This design comes from an exercise in tuning for small area and a short achievable clock period on the open sky130 flow, not from production work.
Where RTL was checked, it was by simulation tests only, not by an equivalence proof against the original.
No activity file was given, so power comes from the tool's default toggle rates.

// matrix_multiplier
module matrix_multiplier #(
  parameter int DATA_WIDTH = 8,
  parameter int A_ROWS = 2,
  parameter int B_COLUMNS = 2,
  parameter int A_COLUMNS_B_ROWS = 2,
  parameter int C_DATA_WIDTH = (2 * DATA_WIDTH) + $clog2(A_COLUMNS_B_ROWS)
) (
  input                           clk_i,
  input                           reset_i,
  input                           valid_i,
  output logic                    valid_o,
  input        [A_ROWS * A_COLUMNS_B_ROWS * DATA_WIDTH-1:0]   a_i,
  input        [A_COLUMNS_B_ROWS * B_COLUMNS * DATA_WIDTH-1:0] b_i,
  output logic [A_ROWS * B_COLUMNS * C_DATA_WIDTH-1:0]         c_o
);
  logic [31:0] a_q, b_q;
  wire pp0_1, pp0_2, pp0_3, pp0_4, pp0_5, pp0_6, pp0_7, pp0_8, pp0_9, pp0_10, pp0_11, pp0_12, pp0_13, pp0_14, pp0_15, pp0_16;
  wire pp0_17, pp0_18, pp0_19, pp0_20, pp0_21, pp0_22, pp0_23, pp0_24, pp0_25, pp0_26, pp0_27, pp0_28, pp0_29, pp0_30, pp0_31, pp0_32;
  wire pp0_33, pp0_34, pp0_35, pp0_36, pp0_37, pp0_38, pp0_39, pp0_40, pp0_41, pp0_42, pp0_43, pp0_44, pp0_45, pp0_46, pp0_47, pp0_48;
  wire pp0_49, pp0_50, pp0_51, pp0_52, pp0_53, pp0_54, pp0_55, pp0_56, pp0_57, pp0_58, pp0_59, pp0_60, pp0_61, pp0_62, pp0_63, pp0_64;
  wire pp0_65, pp0_66, pp0_67, pp0_68, pp0_69, pp0_70, pp0_71, pp0_72, pp0_73, pp0_74, pp0_75, pp0_76, pp0_77, pp0_78, pp0_79, pp0_80;
  wire pp0_81, pp0_82, pp0_83, pp0_84, pp0_85, pp0_86, pp0_87, pp0_88, pp0_89, pp0_90, pp0_91, pp0_92, pp0_93, pp0_94, pp0_95, pp0_96;
  wire pp0_97, pp0_98, pp0_99, pp0_100, pp0_101, pp0_102, pp0_103, pp0_104, pp0_105, pp0_106, pp0_107, pp0_108, pp0_109, pp0_110, pp0_111, pp0_112;
  wire pp0_113, pp0_114, pp0_115, pp0_116, pp0_117, pp0_118, pp0_119, pp0_120, pp0_121, pp0_122, pp0_123, pp0_124, pp0_125, pp0_126, pp0_127, pp0_128;
  ...
For scale: about 430 flip-flops, about 140 I/O pins, about 21000 µm² of cells after synthesis.
Settings: LEC_CHECK=0, ABC_CLOCK_PERIOD_IN_PS=2350, CAP_MARGIN=20, CORE_MARGIN=2, CORE_UTILIZATION=40, SETUP_SLACK_MARGIN=4.45, SLEW_MARGIN=20, SYNTH_HIERARCHICAL=1; clock period 6.8 ns.
standard.sh (not shown) runs the stock make flow with config.mk's settings and CLKGATE_MAP_FILE= SYNTH_SCRIPT=/design/flow/synth_recipe.tcl, a recipe that flattens the netlist after the stock synthesis.
==> flow/flow/run.sh <==
#!/bin/bash
# Own flow: the standard layout (standard.sh), with the ports buffered by
# plain buf_1 cells instead of the delay-buffer cell buffer_ports picks itself
# (every input and output port still gets its own buffer), and a clock tree
# built without dummy loads, with clusters of up to 14 registers, each driven by a clkbuf_8.
set -euo pipefail
export BUFFER_PORTS_ARGS="-buffer_cell sky130_fd_sc_hd__buf_1"
export CTS_ARGS="-sink_clustering_enable -repair_clock_nets -dont_use_dummy_load -sink_clustering_buffer sky130_fd_sc_hd__clkbuf_8 -sink_clustering_size 14 -sink_clustering_max_diameter 80"
bash standard.sh > standard.log 2>&1
Edit:
--- a/flow/config.mk
+++ b/flow/config.mk
@@ -8 +8 @@
-export ABC_CLOCK_PERIOD_IN_PS = 2350
+export ABC_CLOCK_PERIOD_IN_PS = 2400
@@ -11,2 +11,3 @@
-export CORE_UTILIZATION = 40
-export SETUP_SLACK_MARGIN = 4.45
+export CORE_UTILIZATION = 55
+export PLACE_DENSITY = 0.7
+export SETUP_SLACK_MARGIN = 4.4
Effect: Die area decreases by a quarter to a third; non-clock buffer count drops by 38; synthesized area stays the same; setup slack gets worse by 0.0061 ns; sequential power is about the same; worst hold slack loses 0.029 ns; critical path depth stays the same; via count goes up slightly; core utilization increases by 15 points; count of clock-buffer cells in the layout drops by 1; global-route usage grows by 5.4 points.

matrix_multiplier, a different RTL version from the one above (not shown whole).
For scale: ~440 flip-flops, ~140 I/O pins.
==> flow/config.mk <==
export PLATFORM = sky130hd
export DESIGN_NAME = matrix_multiplier
export DESIGN_NICKNAME = matrix_multiplier
export VERILOG_FILES = /design/flow/design.v
export SDC_FILE = /design/flow/constraint.sdc
export NUM_CORES = 4
export LEC_CHECK = 0
export ABC_CLOCK_PERIOD_IN_PS = 2350
export CAP_MARGIN = 20
export CORE_MARGIN = 2
export CORE_UTILIZATION = 40
export CTS_CLUSTER_DIAMETER = 80
export CTS_CLUSTER_SIZE = 28
export SETUP_SLACK_MARGIN = 4.45
export SLEW_MARGIN = 20
export SYNTH_HIERARCHICAL = 1
==> flow/constraint.sdc <==
create_clock -name core_clock -period 6.8 [get_ports {clk_i}]
set_input_delay 1.3600 -clock core_clock [delete_from_list [all_inputs] [get_ports {clk_i}]]
set_output_delay 1.3600 -clock core_clock [all_outputs]
set_load 0.01 [all_outputs]
==> flow/flow/run.sh <==
#!/bin/bash
# Own flow: the standard layout (standard.sh), with the ports buffered by
# plain buf_1 cells instead of the delay-buffer cell buffer_ports picks itself.
# Every input and output port still gets its own buffer.
set -euo pipefail
export BUFFER_PORTS_ARGS="-buffer_cell sky130_fd_sc_hd__buf_1"
bash standard.sh > standard.log 2>&1
The first run finished clean.
Edit:
--- a/flow/config.mk
+++ b/flow/config.mk
@@ -7,9 +7,8 @@
 export LEC_CHECK = 0
-export ABC_CLOCK_PERIOD_IN_PS = 2350
+export ABC_CLOCK_PERIOD_IN_PS = 2400
 export CAP_MARGIN = 20
 export CORE_MARGIN = 2
-export CORE_UTILIZATION = 40
-export CTS_CLUSTER_DIAMETER = 80
-export CTS_CLUSTER_SIZE = 28
-export SETUP_SLACK_MARGIN = 4.45
+export CORE_UTILIZATION = 70
+export PLACE_DENSITY = 0.8
+export SETUP_SLACK_MARGIN = 4.4
 export SLEW_MARGIN = 20
Result:
- die area shrinks by well over a third
- total power grows by a few percent
- clock skew shrinks by 3.3 ps
Edit:
--- a/flow/config.mk
+++ b/flow/config.mk
@@ -10,4 +10,4 @@
 export CORE_MARGIN = 2
-export CORE_UTILIZATION = 70
-export PLACE_DENSITY = 0.8
+export CORE_UTILIZATION = 40
+export CTS_BUF_LIST = sky130_fd_sc_hd__clkbuf_4 sky130_fd_sc_hd__clkbuf_8 sky130_fd_sc_hd__clkbuf_16
 export SETUP_SLACK_MARGIN = 4.4
Global-route usage went down by 13 points.
Synthesized cell count is unchanged.
Wire length fell by 3.0%.
Edit:
--- a/flow/config.mk
+++ b/flow/config.mk
@@ -7,3 +7,3 @@
 export LEC_CHECK = 0
-export ABC_CLOCK_PERIOD_IN_PS = 2400
+export ABC_CLOCK_PERIOD_IN_PS = 2600
 export CAP_MARGIN = 20
@@ -11,4 +11,3 @@
 export CORE_UTILIZATION = 40
-export CTS_BUF_LIST = sky130_fd_sc_hd__clkbuf_4 sky130_fd_sc_hd__clkbuf_8 sky130_fd_sc_hd__clkbuf_16
-export SETUP_SLACK_MARGIN = 4.4
+export SETUP_SLACK_MARGIN = 4.2
 export SLEW_MARGIN = 20
=> The new run went through all stages and came out clean. Via count went up by 0.61%. Worst setup slack loses 110 ps. Die area does not change. Power went down by 1.8%.
Edit:
--- a/flow/config.mk
+++ b/flow/config.mk
@@ -7,3 +7,3 @@
 export LEC_CHECK = 0
-export ABC_CLOCK_PERIOD_IN_PS = 2600
+export ABC_CLOCK_PERIOD_IN_PS = 2500
 export CAP_MARGIN = 20
@@ -11,3 +11,5 @@
 export CORE_UTILIZATION = 40
-export SETUP_SLACK_MARGIN = 4.2
+export CTS_CLUSTER_DIAMETER = 80
+export CTS_CLUSTER_SIZE = 28
+export SETUP_SLACK_MARGIN = 4.3
 export SLEW_MARGIN = 20
Outcome: The changed run went through all stages and came out clean; non-clock buffer count stays the same; setup slack is better by 32 ps; utilization came out lower by 0.84 points; routed wire length came out lower by 0.98%; total power came out lower by 6.7%; critical path depth does not change; synthesized cell count is unchanged; clock-buffer cell count came out lower by 32; die area is unchanged.

## v6
matrix_multiplier, a different RTL version from the one above (not shown whole).
For scale: roughly 140 I/O pins, roughly 21000 um^2 of cells after synthesis.
clock: 6.8 ns
lec_check: 0
abc_clock_period_in_ps: 2400
cap_margin: 20
core_margin: 2
core_utilization: 40
setup_slack_margin: 4.4
slew_margin: 20
synth_hierarchical: 1
Scripts as last shown in full above: flow/flow/run.sh
v6 closes out successfully: all stages finished, all timing, DRC and antenna checks passed.
Input changes introduced in v7 (baseline for comparison: v6):
-- flow/flow/run.sh --
<<< v6, line 3
# plain buf_1 cells instead of the delay-buffer cell buffer_ports picks itself.
# Every input and output port still gets its own buffer.
>>> v7, line 3
# plain buf_1 cells instead of the delay-buffer cell buffer_ports picks itself
# (every input and output port still gets its own buffer), and a clock tree
# built without dummy loads (same clustering as the standard flow).
<<< v6, line 7
>>> v7, line 8
export CTS_ARGS="-sink_clustering_enable -repair_clock_nets -dont_use_dummy_load"
[summary]
For v6, the source of the critical timing path was c_o[47]$_DFF_P_, unlike v7, where it was c_o[53]$_DFF_P_. Comparing v7 with v6, the worst hold-check slack came out essentially unchanged. On number of nets in the final layout, v6 tracks v7 almost exactly. Diff v7..v6 | synthesized cell count | unchanged. Between v7 and v6, the final wirelength does not differ in any meaningful way. Compared with v6, v7 shows a smallest setup slack after layout that is 0.0082 ns higher. v7 ends up with a clock-buffer cell count that is 23% lower than in v6. The slack of the worst reg-to-reg path on v6 is in line with that on v7. v7: sequential share of layout area 0.83 points above v6.
No functional check of the RTL was part of any run of this note.

RTL: one of the versions met above, not the one the previous note started from.
For scale: ~1,700 cells after synthesis, roughly 430 flip-flops, roughly 140 I/O pins, roughly 21,000 µm² of cells after synthesis.
clock: 6.8 ns
lec_check: 0
abc_clock_period_in_ps: 2400
cap_margin: 20
core_margin: 2
core_utilization: 40
setup_slack_margin: 4.4
slew_margin: 20
synth_hierarchical: 1
==> flow/flow/run.sh <==
#!/bin/bash
# Own flow: the standard layout (standard.sh), with the ports buffered by
# plain buf_1 cells instead of the delay-buffer cell buffer_ports picks itself
# (every input and output port still gets its own buffer), and a clock tree
# built without dummy loads (same clustering as the standard flow).
set -euo pipefail
export BUFFER_PORTS_ARGS="-buffer_cell sky130_fd_sc_hd__buf_1"
export CTS_ARGS="-sink_clustering_enable -repair_clock_nets -dont_use_dummy_load"
bash standard.sh > standard.log 2>&1
Change:
--- a/flow/flow/run.sh
+++ b/flow/flow/run.sh
@@ -5 +5 @@
-# built without dummy loads (same clustering as the standard flow).
+# built without dummy loads, with clusters of up to 14 registers within 60 um, each driven by a clkbuf_8.
@@ -8 +8 @@
-export CTS_ARGS="-sink_clustering_enable -repair_clock_nets -dont_use_dummy_load"
+export CTS_ARGS="-sink_clustering_enable -repair_clock_nets -dont_use_dummy_load -sink_clustering_buffer sky130_fd_sc_hd__clkbuf_8 -sink_clustering_size 14 -sink_clustering_max_diameter 60"
Outcome: The changed run went through all stages and came out clean. Via count barely changes. Setup slack improved by 14 ps. Final area went down slightly.
Change:
==> flow/flow/run.sh (replaced) <==
#!/bin/bash
# Own flow: the standard layout (standard.sh), with the ports buffered by
# plain buf_1 cells instead of the delay-buffer cell buffer_ports picks itself
# (every input and output port still gets its own buffer), and a clock tree
# built without dummy loads, with clusters of up to 14 registers, each driven by a clkbuf_8.
set -euo pipefail
export BUFFER_PORTS_ARGS="-buffer_cell sky130_fd_sc_hd__buf_1"
export CTS_ARGS="-sink_clustering_enable -repair_clock_nets -dont_use_dummy_load -sink_clustering_buffer sky130_fd_sc_hd__clkbuf_8 -sink_clustering_size 14 -sink_clustering_max_diameter 80"
bash standard.sh > standard.log 2>&1
CORE_UTILIZATION = 60   (was 40)
PLACE_DENSITY = 0.75   (was unset)
Routed wire length shrinks by a few percent.
Setup slack gains 3.4 ps.
Total power fell by a few percent.
Change:
CORE_UTILIZATION = 40   (was 60)
PLACE_DENSITY = unset   (was 0.75)
=>
- The new run finished with timing, DRC and antenna clean
- critical path depth rises by 3
- clock-buffer cell count stays the same
- sequential cell count is unchanged
- die area climbs by 49%
- cell count climbs by 10%
- design area rises by about 1.8%

matrix_multiplier again, from the RTL that the note above started with.
Settings: LEC_CHECK=0, ABC_CLOCK_PERIOD_IN_PS=2400, CAP_MARGIN=20, CORE_MARGIN=2, CORE_UTILIZATION=50, PLACE_DENSITY=0.65, SETUP_SLACK_MARGIN=4.4, SLEW_MARGIN=20, SYNTH_HIERARCHICAL=1; clock period 6.8 ns.
==> flow/flow/run.sh <==
#!/bin/bash
# Own flow: the standard layout (standard.sh), with the ports buffered by
# plain buf_1 cells instead of the delay-buffer cell buffer_ports picks itself
# (every input and output port still gets its own buffer), and a clock tree
# built without dummy loads, with clusters of up to 14 registers, each driven by a clkbuf_8.
set -euo pipefail
export BUFFER_PORTS_ARGS="-buffer_cell sky130_fd_sc_hd__buf_1"
export CTS_ARGS="-sink_clustering_enable -repair_clock_nets -dont_use_dummy_load -sink_clustering_buffer sky130_fd_sc_hd__clkbuf_8 -sink_clustering_size 14 -sink_clustering_max_diameter 80"
bash standard.sh > standard.log 2>&1
Edit:
==> flow/flow/run.sh (replaced) <==
#!/bin/bash
# Own flow: the standard layout (standard.sh), with the ports buffered by
# plain buf_1 cells instead of the delay-buffer cell buffer_ports picks itself
# (every input and output port still gets its own buffer), and a clock tree
# built without dummy loads and with clkbuf_8 leaf buffers.
set -euo pipefail
export BUFFER_PORTS_ARGS="-buffer_cell sky130_fd_sc_hd__buf_1"
export CTS_ARGS="-sink_clustering_enable -repair_clock_nets -dont_use_dummy_load -sink_clustering_buffer sky130_fd_sc_hd__clkbuf_8"
bash standard.sh > standard.log 2>&1
- CORE_UTILIZATION: 50 -> 40
- PLACE_DENSITY: 0.65 -> default
Result:
- clock skew rose by 0.0046 ns
- cell area rose by about 3.5%
- maximum frequency falls by about 0.4%
- clock-buffer cell count increases by 32
- cell count climbs by about 8%
- combinational power grows by about 2%
- routed wire length goes up by 7.7%
- worst hold slack gets better by 0.028 ns
- non-clock buffer count came out higher by 6

Another version of the RTL of matrix_multiplier (not shown whole).
For scale: ~190 flip-flops.
Design matrix_multiplier, start of the top module:
module matrix_multiplier #(
  parameter int DATA_WIDTH = 8,
  parameter int A_ROWS = 2,
  parameter int B_COLUMNS = 2,
  parameter int A_COLUMNS_B_ROWS = 2,
  parameter int C_DATA_WIDTH = (2 * DATA_WIDTH) + $clog2(A_COLUMNS_B_ROWS)
) (
  input                           clk_i,
  input                           reset_i,
  input                           valid_i,
  output logic                    valid_o,
  input        [A_ROWS * A_COLUMNS_B_ROWS * DATA_WIDTH-1:0]   a_i,
  input        [A_COLUMNS_B_ROWS * B_COLUMNS * DATA_WIDTH-1:0] b_i,
  output logic [A_ROWS * B_COLUMNS * C_DATA_WIDTH-1:0]         c_o
);
export LEC_CHECK = 0
export CAP_MARGIN = 20
export CORE_MARGIN = 2
export CORE_UTILIZATION = 40
export SLEW_MARGIN = 20
export SYNTH_HIERARCHICAL = 1
create_clock -name core_clock -period 6.8 [get_ports {clk_i}]
run.sh (not shown) runs the stock make flow with config.mk's settings and CLKGATE_MAP_FILE= SYNTH_SCRIPT=/design/flow/synth_recipe.tcl, a recipe that flattens the netlist after the stock synthesis.
Stock flow here: none of the scripts above is used.
Rerun with:
--- a/flow/config.mk
+++ b/flow/config.mk
@@ -7,0 +8 @@
+export ABC_CLOCK_PERIOD_IN_PS = 3800
@@ -10,0 +12 @@
+export SETUP_SLACK_MARGIN = 3.0
Setup slack improves by 0.57 ns.
Final area came out higher by roughly a tenth.
Clock-buffer cell count came out higher by 2.
Routed wire length came out higher by a little under a tenth.
Via count came out higher by a few percent.
Global-route usage came out higher by 0.88 points.
Function was not checked in any run of this note: the RTL went through the layout flow alone.

-- separate check: timing with driven ports --
How much do the figures lean on ideal ports? The routed layouts below were timed once more, with nothing changed but the port constraints. Step 1: set_driving_cell puts a clkbuf_16 on clk_i and a buf_2 on each other input, an assumption about the parent block. Step 2 adds t to the input delays and takes it off the output delays; t is the mean of the earliest and latest rising clock arrival at the registers after step 1. Input paths then give back, and output paths get back, about the clock's delay inside the block. Three values: ideal ports, drivers, drivers and shift; two values: the first two.
| run | shift t [ns] | setup WS [ns] | worst setup path at the end | cell pins on the clock port's net |
|---|---|---|---|---|
| the first run of note 1 | 0.572 | 4.457 / 4.403 / 4.458 | register to register | 1 |
| the second run of note 1 | 0.551 | 4.451 / 4.400 / 4.454 | register to register | 1 |
| the first run of note 2 | 0.655 | 4.327 / 4.270 / 4.435 | register to register | 1 |
| the second run of note 2 | 0.618 | 4.379 / 4.329 / 4.382 | register to register | 1 |
| the third run of note 2 | 0.637 | 4.418 / 4.361 / 4.443 | register to register | 1 |
| the fourth run of note 2 | 0.643 | 4.308 / 4.308 / 4.308 | register to register | 1 |
| the fifth run of note 2 | 0.665 | 4.340 / 4.300 / 4.340 | register to register | 1 |
| v6 | 0.617 | 4.428 / 4.377 / 4.441 | register to register | 1 |
| v7 | 0.605 | 4.436 / 4.386 / 4.449 | register to register | 1 |
| the first run of note 4 | 0.609 | 4.429 / 4.380 / 4.445 | register to register | 1 |
| the second run of note 4 | 0.573 | 4.443 / 4.399 / 4.443 | register to register | 1 |
| the third run of note 4 | 0.551 | 4.447 / 4.394 / 4.449 | register to register | 1 |
| the fourth run of note 4 | 0.577 | 4.435 / 4.398 / 4.435 | register to register | 1 |
| the first run of note 5 | 0.574 | 4.453 / 4.400 / 4.473 | register to register | 1 |
| the second run of note 5 | 0.583 | 4.444 / 4.398 / 4.444 | register to register | 1 |
| the first run of note 6 | 0.518 | 2.030 / 1.974 / 2.492 | register to output | 1 |
| the second run of note 6 | 0.518 | 2.603 / 2.548 / 3.051 | register to register | 1 |
After both steps setup and hold are still met in every run listed.
